Source: an optimization exercise on an open RTL-to-GDS flow (aim: a short achievable clock period and few clock cycles). Production flows keep margins and buffers that such runs may drop.
Only the layout flow was run in this run; the RTL was not checked for function there.
Power is estimated from default activity; no workload was simulated.

File: flow/design.v
`timescale 1ns / 1ps
module prio_support_2(
    input clk,
    input [5:0] initial_count,   
    input init,                  
    input setup,                 
    input sel,                   
    output reg [5:0] addr,       
    output reg has_dat,          
    output reg valid             
);
reg [5:0] item_cntr;
wire not_zero, count_en;
assign not_zero = (item_cntr[5:0] != 6'b000000) ? 1'b1 : 1'b0;
assign count_en = ~setup & not_zero & sel;
always @ (posedge clk) begin
    if (init) begin                     
        item_cntr[5:0] <= initial_count;
    end
    else if (count_en) begin        
        item_cntr[5:0] <= item_cntr[5:0] - 1'b000001;
    end
end
always @ (posedge clk) begin
    has_dat <= not_zero;
    valid <= count_en;
end
always @ (posedge clk) begin
    if (init)                      
        addr[5:0] <= 6'b000000;
    else if (count_en)             
        addr[5:0] <= addr[5:0] + 1'b000001;
end
endmodule
`timescale 1ns / 1ps
module prio_encoder_2(
    input clk,
    input first_dat,
    input has_dat00,
    input has_dat01,
    input has_dat02,
    input has_dat03,
    input has_dat04,
    input has_dat05,
    input has_dat06,
    input has_dat07,
    input has_dat08,
    input has_dat09,
    input has_dat10,
    input has_dat11,
    output reg sel00,
    output reg sel01,
    output reg sel02,
    output reg sel03,
    output reg sel04,
    output reg sel05,
    output reg sel06,
    output reg sel07,
    output reg sel08,
    output reg sel09,
    output reg sel10,
    output reg sel11,
    output reg [3:0] sel,    
    output reg none
);
reg first;
always @ (posedge clk) begin
    if (first_dat) begin
        first <= 1'b1;
        sel00 <= 1'b0;
        sel01 <= 1'b0;
        sel02 <= 1'b0;
        sel03 <= 1'b0;
        sel04 <= 1'b0;
        sel05 <= 1'b0;
        sel06 <= 1'b0;
        sel07 <= 1'b0;
        sel08 <= 1'b0;
        sel09 <= 1'b0;
        sel10 <= 1'b0;
        sel11 <= 1'b0;
        none <= 1'b0;
    end
    else begin
        first <= 1'b0;
        sel00 <= has_dat00;
        sel01 <= has_dat01 & !has_dat00;
        sel02 <= has_dat02 & !has_dat00 & !has_dat01;
        sel03 <= has_dat03 & !has_dat00 & !has_dat01 & !has_dat02;
        sel04 <= has_dat04 & !has_dat00 & !has_dat01 & !has_dat02 & !has_dat03;
        sel05 <= has_dat05 & !has_dat00 & !has_dat01 & !has_dat02 & !has_dat03 & !has_dat04;
        sel06 <= has_dat06 & !has_dat00 & !has_dat01 & !has_dat02 & !has_dat03 & !has_dat04 & !has_dat05;
        sel07 <= has_dat07 & !has_dat00 & !has_dat01 & !has_dat02 & !has_dat03 & !has_dat04 & !has_dat05 & !has_dat06;
        sel08 <= has_dat08 & !has_dat00 & !has_dat01 & !has_dat02 & !has_dat03 & !has_dat04 & !has_dat05 & !has_dat06 & !has_dat07;
        sel09 <= has_dat09 & !has_dat00 & !has_dat01 & !has_dat02 & !has_dat03 & !has_dat04 & !has_dat05 & !has_dat06 & !has_dat07 & !has_dat08;
        sel10 <= has_dat10 & !has_dat00 & !has_dat01 & !has_dat02 & !has_dat03 & !has_dat04 & !has_dat05 & !has_dat06 & !has_dat07 & !has_dat08 & !has_dat09;
        sel11 <= has_dat11 & !has_dat00 & !has_dat01 & !has_dat02 & !has_dat03 & !has_dat04 & !has_dat05 & !has_dat06 & !has_dat07 & !has_dat08 & !has_dat09 & !has_dat10;
        none <= !has_dat00 & !has_dat01 & !has_dat02 & !has_dat03 & !has_dat04 & !has_dat05 & !has_dat06 & !has_dat07 & !has_dat08 & !has_dat09 & !has_dat10 &!has_dat11;
    end
end 
always @ (posedge clk) begin
    if (first) sel <= 4'b1111;
    if (sel00) sel <= 4'b0001;
    if (sel01) sel <= 4'b0010;
    if (sel02) sel <= 4'b0011;
    if (sel03) sel <= 4'b0100;
    if (sel04) sel <= 4'b0101;
    if (sel05) sel <= 4'b0110;
    if (sel06) sel <= 4'b0111;
    if (sel07) sel <= 4'b1000;
    if (sel08) sel <= 4'b1001;
    if (sel09) sel <= 4'b1010;
    if (sel10) sel <= 4'b1011;
    if (sel11) sel <= 4'b1100;
end
endmodule
`timescale 1ns / 1ps
module mem_mux_2(
    input clk,
    input [2:0] BX,
    input [3:0] sel,    
    input [43:0] mem_dat00,
    input [43:0] mem_dat01,
    input [43:0] mem_dat02,
    input [43:0] mem_dat03,
    input [43:0] mem_dat04,
    input [43:0] mem_dat05,
    input [43:0] mem_dat06,
    input [43:0] mem_dat07,
    input [43:0] mem_dat08,
    input [43:0] mem_dat09,
    input [43:0] mem_dat10,
    input [43:0] mem_dat11,
    output reg [47:0] mem_dat_stream                     
);
always @ (posedge clk) begin
    case (sel[3:0])
        4'b1111: mem_dat_stream <= {sel,BX,41'b0};
        4'b0001: mem_dat_stream <= {sel,mem_dat00};
        4'b0010: mem_dat_stream <= {sel,mem_dat01};
        4'b0011: mem_dat_stream <= {sel,mem_dat02};
        4'b0100: mem_dat_stream <= {sel,mem_dat03};
        4'b0101: mem_dat_stream <= {sel,mem_dat04};
        4'b0110: mem_dat_stream <= {sel,mem_dat05};
        4'b0111: mem_dat_stream <= {sel,mem_dat06};
        4'b1000: mem_dat_stream <= {sel,mem_dat07};
        4'b1001: mem_dat_stream <= {sel,mem_dat08};
        4'b1010: mem_dat_stream <= {sel,mem_dat09};
        4'b1011: mem_dat_stream <= {sel,mem_dat10};
        4'b1100: mem_dat_stream <= {sel,mem_dat11};
        default  mem_dat_stream <= 48'b0;
    endcase
end
endmodule
`timescale 1ns / 1ps
module mem_readout_top_2(
    input clk,                      
    input reset,                    
    input wire [2:0] BX,            
    input [6:0] clk_cnt,            
    input [2:0] BX_pipe,            
    input [5:0] number_in1,           
    output [5:0] read_add1,           
    input [43:0] input_L1L2_1,        
    input [5:0] number_in2,           
    output [5:0] read_add2,           
    input [43:0] input_L1L2_2,        
    input [5:0] number_in3,           
    output [5:0] read_add3,           
    input [43:0] input_L1L2_3,        
    input [5:0] number_in4,           
    output [5:0] read_add4,           
    input [43:0] input_L1L2_4,        
    input [5:0] number_in5,           
    output [5:0] read_add5,           
    input [43:0] input_L3L4_1,        
    input [5:0] number_in6,           
    output [5:0] read_add6,           
    input [43:0] input_L3L4_2,        
    input [5:0] number_in7,           
    output [5:0] read_add7,           
    input [43:0] input_L3L4_3,        
    input [5:0] number_in8,           
    output [5:0] read_add8,           
    input [43:0] input_L3L4_4,        
    input [5:0] number_in9,           
    output [5:0] read_add9,           
    input [43:0] input_L5L6_1,        
    input [5:0] number_in10,           
    output [5:0] read_add10,           
    input [43:0] input_L5L6_2,        
    input [5:0] number_in11,           
    output [5:0] read_add11,           
    input [43:0] input_L5L6_3,        
    input [5:0] number_in12,           
    output [5:0] read_add12,           
    input [43:0] input_L5L6_4,        
    output [47:0] mem_dat_stream,  
    output reg valid,              
    output reg send_BX,            
    output none                    
);
wire has_dat00, has_dat01, has_dat02, has_dat03, has_dat04, has_dat05, has_dat06, has_dat07, has_dat08, has_dat09, has_dat10, has_dat11;
wire valid00, valid01, valid02, valid03, valid04, valid05, valid06, valid07, valid08, valid09, valid10, valid11;
wire [3:0] sel;
wire sel00, sel01, sel02, sel03, sel04, sel05, sel06, sel07, sel08, sel09, sel10, sel11;
wire setup;
reg hdr_done;                
reg new_event_dly1, new_event_dly2;
always @(posedge clk) begin
    new_event_dly1 <= reset;
    new_event_dly2 <= new_event_dly1;
end
assign setup = reset | new_event_dly1 | new_event_dly2;
prio_support_2 prio_support00(.clk(clk), .initial_count(number_in1), .init(reset), .sel(sel00), 
    .setup(setup), .addr(read_add1[5:0]), .has_dat(has_dat00), .valid(valid00));
prio_support_2 prio_support01(.clk(clk), .initial_count(number_in2), .init(reset), .sel(sel01), 
    .setup(setup), .addr(read_add2[5:0]), .has_dat(has_dat01), .valid(valid01));
prio_support_2 prio_support02(.clk(clk), .initial_count(number_in3), .init(reset), .sel(sel02), 
    .setup(setup), .addr(read_add3[5:0]), .has_dat(has_dat02), .valid(valid02));
prio_support_2 prio_support03(.clk(clk), .initial_count(number_in4), .init(reset), .sel(sel03), 
    .setup(setup), .addr(read_add4[5:0]), .has_dat(has_dat03), .valid(valid03));
prio_support_2 prio_support04(.clk(clk), .initial_count(number_in5), .init(reset), .sel(sel04), 
    .setup(setup), .addr(read_add5[5:0]), .has_dat(has_dat04), .valid(valid04));
prio_support_2 prio_support05(.clk(clk), .initial_count(number_in6), .init(reset), .sel(sel05), 
    .setup(setup), .addr(read_add6[5:0]), .has_dat(has_dat05), .valid(valid05));
prio_support_2 prio_support06(.clk(clk), .initial_count(number_in7), .init(reset), .sel(sel06), 
    .setup(setup), .addr(read_add7[5:0]), .has_dat(has_dat06), .valid(valid06));
prio_support_2 prio_support07(.clk(clk), .initial_count(number_in8), .init(reset), .sel(sel07), 
    .setup(setup), .addr(read_add8[5:0]), .has_dat(has_dat07), .valid(valid07));
prio_support_2 prio_support08(.clk(clk), .initial_count(number_in9), .init(reset), .sel(sel08), 
    .setup(setup), .addr(read_add9[5:0]), .has_dat(has_dat08), .valid(valid08));
prio_support_2 prio_support09(.clk(clk), .initial_count(number_in10), .init(reset), .sel(sel09), 
    .setup(setup), .addr(read_add10[5:0]), .has_dat(has_dat09), .valid(valid09));
prio_support_2 prio_support10(.clk(clk), .initial_count(number_in11), .init(reset), .sel(sel10), 
    .setup(setup), .addr(read_add11[5:0]), .has_dat(has_dat10), .valid(valid10));
prio_support_2 prio_support11(.clk(clk), .initial_count(number_in12), .init(reset), .sel(sel11), 
    .setup(setup), .addr(read_add12[5:0]), .has_dat(has_dat11), .valid(valid11));
prio_encoder_2 prio_encoder(
    .clk(clk),
    .first_dat(setup),
    .has_dat00(has_dat00),
    .has_dat01(has_dat01),
    .has_dat02(has_dat02),
    .has_dat03(has_dat03),
    .has_dat04(has_dat04),
    .has_dat05(has_dat05),
    .has_dat06(has_dat06),
    .has_dat07(has_dat07),
    .has_dat08(has_dat08),
    .has_dat09(has_dat09),
    .has_dat10(has_dat10),
    .has_dat11(has_dat11),
    .sel00(sel00),
    .sel01(sel01),
    .sel02(sel02),
    .sel03(sel03),
    .sel04(sel04),
    .sel05(sel05),
    .sel06(sel06),
    .sel07(sel07),
    .sel08(sel08),
    .sel09(sel09),
    .sel10(sel10),
    .sel11(sel11),
    .sel(sel[3:0]),    
    .none(none)        
);
mem_mux_2 mem_mux(
    .clk(clk),
    .BX(BX),
    .sel(sel[3:0]),    
    .mem_dat00(input_L1L2_1[43:0]),
    .mem_dat01(input_L1L2_2[43:0]),
    .mem_dat02(input_L1L2_3[43:0]),
    .mem_dat03(input_L1L2_4[43:0]),
    .mem_dat04(input_L3L4_1[43:0]),
    .mem_dat05(input_L3L4_2[43:0]),
    .mem_dat06(input_L3L4_3[43:0]),
    .mem_dat07(input_L3L4_4[43:0]),
    .mem_dat08(input_L5L6_1[43:0]),
    .mem_dat09(input_L5L6_2[43:0]),
    .mem_dat10(input_L5L6_3[43:0]),
    .mem_dat11(input_L5L6_4[43:0]),
    .mem_dat_stream(mem_dat_stream)
);
always @ (posedge clk) begin
    valid <= !setup & (valid00 | valid01 | valid02 | valid03 | valid04 | valid05 | valid06 | valid07 | valid08 | valid09 | valid10 | valid11);
    send_BX <= (!setup & !hdr_done & sel[3:0]==4'b1111)? 1'b1 : 1'b0;
    hdr_done <= setup ? 1'b0 : (hdr_done | (sel[3:0]==4'b1111));
end
endmodule
File: flow/run.sh
#!/bin/bash
# synth_recipe.tcl (not shown) runs the flow's synth.tcl, then flattens the netlist and writes it again
# the make line also repeats each setting of config.mk as NAME=value (left out here)
make -C /OpenROAD-flow-scripts/flow DESIGN_CONFIG=/design/flow/config.mk WORK_HOME=/design/flow/orfs CLKGATE_MAP_FILE= SYNTH_SCRIPT=/design/flow/synth_recipe.tcl finish
File: flow/constraint.sdc
create_clock -name core_clock -period 3.0 [get_ports {clk}]
set_input_delay 0.6000 -clock core_clock [delete_from_list [all_inputs] [get_ports {clk}]]
set_output_delay 0.6000 -clock core_clock [all_outputs]
set_load 0.01 [all_outputs]
File: flow/config.mk
export PLATFORM = sky130hd
export DESIGN_NAME = mem_readout_top_2
export DESIGN_NICKNAME = mem_readout_top_2
export VERILOG_FILES = /design/flow/design.v
export SDC_FILE = /design/flow/constraint.sdc
export NUM_CORES = 4
export LEC_CHECK = 0
export CAP_MARGIN = 20
export CORE_AREA = 10 10 290 290
export DIE_AREA = 0 0 300 300
export PLACE_DENSITY = 0.6
export SLEW_MARGIN = 20
==> notes.md <==
[metal layers]
metal	GRT usage	routed length (um)	part of all wire
met5	0	226	0.0024
met4	0.0986	4210	0.046
met3	0.0970	11600	0.13
met2	0.312	43000	0.47
met1	0.205	33300	0.36
[cells by family after synthesis]
group	Yosys count	synth area share
buf+inv	146	0.0452
mux	13	0.0103
simple gates	395	0.157
xor+xnor	77	0.0531
flops	239	0.434
compound gates	435	0.265
fa+ha+maj	36	0.0355
[cells in the final DEF (no fill, tap or decap), drive strengths merged, types with 12 or more instances in the layout]
| cell | instances |
|---|---|
| xnor2 | 45 |
| nor2 | 65 |
| o211ai | 21 |
| nand4 | 12 |
| nand3 | 55 |
| a22o | 125 |
| o31ai | 12 |
| mux2i | 12 |
| edfxtp | 72 |
| dfxtp | 167 |
| or2 | 12 |
| inv | 54 |
| ha | 36 |
| nor3 | 28 |
| o21ai | 81 |
| clkbuf | 42 |
| a21oi | 23 |
| a221oi | 126 |
| xor2 | 32 |
| buf | 50 |
| nand2 | 138 |
| clkdlybuf4s50 | 726 |
| diode | 35 |
| or3 | 14 |
[path summary, 6_finish.rpt]
| kind | end | slack [ns] | depth (start not counted) |
|---|---|---|---|
| worst min-delay path | new_event_dly2$_DFF_P_ | 0.42 | 0 |
| worst max register to register | prio_support09.item_cntr[0]$_DFFE_PP_ | 0.71 | 3 |
| worst min register to register | new_event_dly2$_DFF_P_ | 0.42 | 0 |
| worst max-delay path | mem_dat_stream[36] | 0.60 | 1 |
[Yosys cell counts, drive strengths merged (23+ instances only)]
master  number
dfxtp      167
nand2      138
a221oi     126
a22o       125
o21ai       81
edfxtp      72
clkbuf      68
nor2        65
nand3       55
inv         51
xnor2       45
ha          36
xor2        32
nor3        28
buf         26
a21oi       23
[final cells by class]
class	count	share of cell area
diodes	35	0.00388
repair buffers	776	0.344
multi-input cells	956	0.298
well taps	1040	0.0576
inverters	52	0.00864
clock inverters	15	0.00665
clock buffers	42	0.0375
flip-flops and latches	239	0.244
[where the power goes]
group / switching (mW) / total (mW) / internal (mW) / leakage, nW
registers: 0.0983 / 3.60 / 3.51 / 2.07
logic: 0.663 / 1.67 / 1.01 / 5.83
clock network: 1.60 / 3.75 / 2.15 / 0.478
[metrics by stage]
step                      utilization  hold slack [ns]  instances
after floorplan                     -            0.392       1341
final                           0.291            0.419       3155
after global placement          0.277            0.398       3063
after global routing            0.291            0.442       3145
after detailed placement        0.277            0.408       3063
after CTS                       0.290            0.421       3120
==> results.sh <==
export IMPL_grt_pass1_wl_um=122000
export IMPL_yosysUniqueCellTypes=62
export IMPL_register_area_um2=5510
export IMPL_end_kind="output port"
export IMPL_synth_main_ff_cell="dfxtp_1"
export IMPL_h_tree_depth=1
export IMPL_final_area_um2=22600
export IMPL_min_delay_start="new_event_dly1$_DFF_P_"
export IMPL_leakagePower_nw=8.37
export IMPL_async_flop_share=0
export IMPL_worst_setup_path_start_kind="flop"
export IMPL_cp_max_fo=1
export IMPL_avgSynthCellArea_um2=9.47
export IMPL_clkSlewWorstSetupHoldPaths_ns=0.06
export IMPL_worstHoldPathType="reg2reg"
export IMPL_crit_required_ns=2.40
export IMPL_ir_worst_vdd_v=0.000413
export IMPL_grt_pass1_vias=14496
export IMPL_coreArea_um2=77600
export IMPL_antenna_left=0
export IMPL_num_io_pins=738
export IMPL_root_buffer="clkbuf_16"
export IMPL_cts_buffers=31
export IMPL_final_nets=2707
export IMPL_n_fill_cell=8282
export IMPL_multi_input_area_um2=6740
export IMPL_dr_total_vias=14543
export IMPL_cp_top_family="buffers and inverters"
export IMPL_cp_startpoint="mem_mux.mem_dat_stream[36]$_DFF_P_"
export IMPL_critical_path_max_stage_delay_ns=0.90
export IMPL_postCtsHoldBufs=0
export IMPL_synthesis_instances=1341
export IMPL_grt_ovfl_total=0
export IMPL_initialDrtViolationCount=902
export IMPL_portBuffers=727
export IMPL_grt_setup_unrepaired="false"
export IMPL_dp_slack_ns=0.595
export IMPL_clock_sinks=239
export IMPL_cp_num_buf_inv=1
export IMPL_top_register="mem_mux.mem_dat_stream"
export IMPL_antenna_found_initial=56
export IMPL_min_period_ns=2.40
export IMPL_cp_arrival_ns=1.80
export IMPL_drive_gt1_frac=0.0620
export IMPL_syn_area_um2=12700
export IMPL_max_freq_mhz=416
export IMPL_clockBufferDepth=3
export IMPL_yosys_area_top_type="dfxtp_1"
export IMPL_drt_total_wl_um=92300
export IMPL_placed_cell_area_um2=21500
export IMPL_finalCritPeriodShare=0.800
export IMPL_rows=102
export IMPL_r2r_start="prio_support09.item_cntr[3]$_DFFE_PP_"
export IMPL_synth_top_area_share=0.263
export IMPL_dieArea_um2=90000
export IMPL_powerDensity_nw_per_um2=400
export IMPL_first_pass_iters=5
export IMPL_ys_top_cells_by_area="dfxtp_1, edfxtp_1, a221oi_1"
export IMPL_start_util=0.164
export IMPL_hold_viol=0
export IMPL_place_congestion=0.978
export IMPL_synth_seq_cells=239
export IMPL_grt_max_degree=198
export IMPL_critPathSlowestCell="clkdlybuf4s50_1"
export IMPL_drc=0
export IMPL_clk_latency_ns=0.59
export IMPL_synth_edf_count=72
export IMPL_cts_resized=0
export IMPL_max_cap_violations=0
export IMPL_power_mw=9.03
export IMPL_fin_tns_setup_ns=0
export IMPL_worst_pin_slew_ns=0.850
export IMPL_grt_use_total=0.193
export IMPL_dp_hpwl_um=77100
export IMPL_outcome="finished clean"
export IMPL_post_cts_buffers=0
export IMPL_die_width_um=300
export IMPL_cts_tree="done"
export IMPL_syn_to_final_growth_pct=78.0
export IMPL_max_slew_margin_rel=0.428
export IMPL_setup_viol=0
export IMPL_die_h_um=300
export IMPL_cp_cell_sequence="clkdlybuf4s50_1"
export IMPL_routedWlPerCell_um=29.3
export IMPL_viasPerCell=4.61
export IMPL_slew_violations=0
export IMPL_criticalPathCategory="reg2out"
export IMPL_syn_nets=1992
export IMPL_largest_reg_flops=48
export IMPL_worst_slack_ns=0.599
export IMPL_finClkSkew_ns=0.0104
export IMPL_yosysSeqAreaShare=0.434
export IMPL_yosysWarnings=4

## what the ideal ports hide
Ports are ideal in the flow. The routed layout listed here was re-timed in OpenROAD.
Step 1, drivers: a clkbuf_16 drives clk and a buf_2 each remaining input, both assumed.
Step 2 also shifts input and output timing later by t, the mid clock arrival at the registers, as if the neighbouring blocks saw the same clock.
a / b / c = ideal / step 1 / step 2; a / b = the first two.
t (ns): 0.642
setup slack, ns: 0.599 / 0.539 / 0.558
slew at the worst register clock pin (ns): 0.07 / 0.07
worst data-port slew with drivers (ns): 0.25
After both steps this run still meets setup and hold. The setup slack of this run moves by -0.060 ns with the drivers and by -0.041 ns with both steps.
